Background: an optimization exercise with open tools, aiming at a short achievable clock period and few clock cycles. Do not read the settings as production practice.
The RTL was checked by simulation tests, not by an equivalence proof against the original design.
No activity file was given, so power comes from the tool's default toggle rates.

Setup of 09-02:
## single_cycle_rv32i_core
module single_cycle_rv32i_core(
    input clk,
    input rst,
    output [31:0] instruction_address,
    input [31:0] instruction,
    output mem_write,
    output mem_read,
    output byte_op,
    output half_op,
    output [31:0] mem_address,
    input [31:0] mem_data_from_mem,
    output [31:0] mem_data_to_mem
);
For scale: about 7900 cells after synthesis, roughly 2300 flip-flops, about 170 I/O pins, about 110000 µm² of cells after synthesis.
export LEC_CHECK = 0
export ABC_CLOCK_PERIOD_IN_PS = 1000
export CAP_MARGIN = 20
export CORE_MARGIN = 2
export CORE_UTILIZATION = 35
export PLACE_DENSITY = 0.5
export SLEW_MARGIN = 20
create_clock -name core_clock -period 13.0 [get_ports {clk}]
standard.sh (not shown) runs the stock make flow with config.mk's settings and CLKGATE_MAP_FILE= SYNTH_SCRIPT=/design/flow/synth_recipe.tcl, a recipe that flattens the netlist after the stock synthesis.
==> flow/flow/run.sh <==
#!/bin/bash
set -euo pipefail
bash standard.sh ADDER_MAP_FILE= synth > synth.log 2>&1
bash standard.sh SETUP_SLACK_MARGIN=9.5 "BUFFER_PORTS_ARGS=-buffer_cell sky130_fd_sc_hd__buf_8" finish > layout.log 2>&1
Testbench counts of 09-02, summed over its fixed seeds: cycles 127,234.
Changes in 10-23 relative to 09-02:
diff --git a/flow/design.v b/flow/design.v
--- a/flow/design.v
+++ b/flow/design.v
@@ -503,44 +503,51 @@
             m_load  <= e_live & e_load;
             m_store <= e_live & e_store;
         end
     end
     always @(posedge clk) begin
         m_rd    <= e_rd;
         m_res   <= e_result;
         m_sdata <= e_r2;
         m_f3    <= e_f3;
         m_byte  <= (e_f3[1:0] == 2'b00);
         o_read  <= ~rst & e_live & e_load;
         o_write <= ~rst & e_live & e_store;
-        if (e_valid) o_addr <= e_result;
+        o_addr  <= e_jt;             
         m_half  <= (e_f3[1:0] == 2'b01);
     end
     reg  [15:0] btb_v;
     reg  [25:0] btb_tag [0:15];
     reg  [29:0] btb_tgt [0:15];
     wire [3:0]  e_bi = e_pc[5:2];
     always @(posedge clk or posedge rst) begin
         if (rst) btb_v <= 16'd0;
         else if (e_live & (e_br | e_jal)) btb_v[e_bi] <= e_taken | e_jal;
     end
     always @(posedge clk) begin
         if (e_live & (e_br | e_jal)) begin
             btb_tag[e_bi] <= e_pc[31:6];
             btb_tgt[e_bi] <= e_ttarget[31:2];
         end
     end
     assign instruction_address = o_pc;
     wire [3:0]  f_bi  = pc[5:2];
-    wire        f_hit = btb_v[f_bi] && (btb_tag[f_bi] == pc[31:6]);
+    wire [15:0] f_match;
+    genvar bi;
+    generate
+        for (bi = 0; bi < 16; bi = bi + 1) begin : g_btb
+            assign f_match[bi] = btb_v[bi] & (f_bi == bi) & (btb_tag[bi] == pc[31:6]);
+        end
+    endgenerate
+    wire        f_hit = |f_match;
     wire [31:0] f_ptarget = {btb_tgt[f_bi], 2'b00};
     wire [31:0] ins = instruction;
     wire [4:0]  opc = ins[6:2];
     wire [4:0]  f_rd  = ins[11:7];
     wire [4:0]  f_rs1 = ins[19:15];
     wire [4:0]  f_rs2 = ins[24:20];
     wire [2:0]  f_f3  = ins[14:12];
     wire op_lui   = (opc == 5'b01101);
     wire op_auipc = (opc == 5'b00101);
     wire op_jal   = (opc == 5'b11011);
     wire op_jalr  = (opc == 5'b11001);
     wire op_br    = (opc == 5'b11000);
Notes after the runs:
Per the final summary, 10-23 finished and its layout is clean on timing, DRC and antenna.
Diff 09-02 and 10-23: met3 usage in global routing higher in 09-02
Sequential power for 10-23 is lower than for 09-02.
10-23 supports a lower top clock frequency than 09-02.
The standard cells in 10-23 occupy more silicon area than those in 09-02 do.
Against 09-02 as the reference, 10-23 delivers a lower sequential share of layout area.
Diff 09-02..10-23 | final setup violation count | unchanged
Die area | 10-23 > 09-02
Compared with 09-02, synthesized netlist cell count in 10-23 increased by a few percent.
Compared with 09-02, in 10-23 multiplexer fraction of the synthesized cell area lost 2.9 points, signed area change from the synthesized netlist to the final layout rose 1.0 points, non-clock buffer instance count of the final layout now sits higher.
Testbench counts of 10-23, summed over its fixed seeds: cycles 127,234.

[what the ideal ports hide]
Ports are ideal in the flow. The routed layouts listed here were re-timed in OpenROAD. Step 1: set_driving_cell puts a clkbuf_16 on clk and a buf_2 on each other input, an assumption about the parent block. Step 2 adds t to the input delays and takes it off the output delays; t is the mean of the earliest and latest rising clock arrival at the registers after step 1. Input paths then give back, and output paths get back, about the clock's delay inside the block. Three values: ideal ports, drivers, drivers and shift; two values: the first two.
run | t (ns) | setup WS [ns] | worst hold slack (ns) | worst data-port slew with drivers (ns)
09-02 | 0.996 | 8.640 / 8.640 / 7.772 | 0.383 / 0.383 / 0.383 | 0.31
10-23 | 1.024 | 8.338 / 8.365 / 7.342 | 0.388 / 0.388 / 0.388 | 0.27
After both steps setup and hold are still met in every run listed. For 10-23, which loses most, drivers alone change the setup slack by +0.027 ns; drivers and shift together by -0.996 ns.
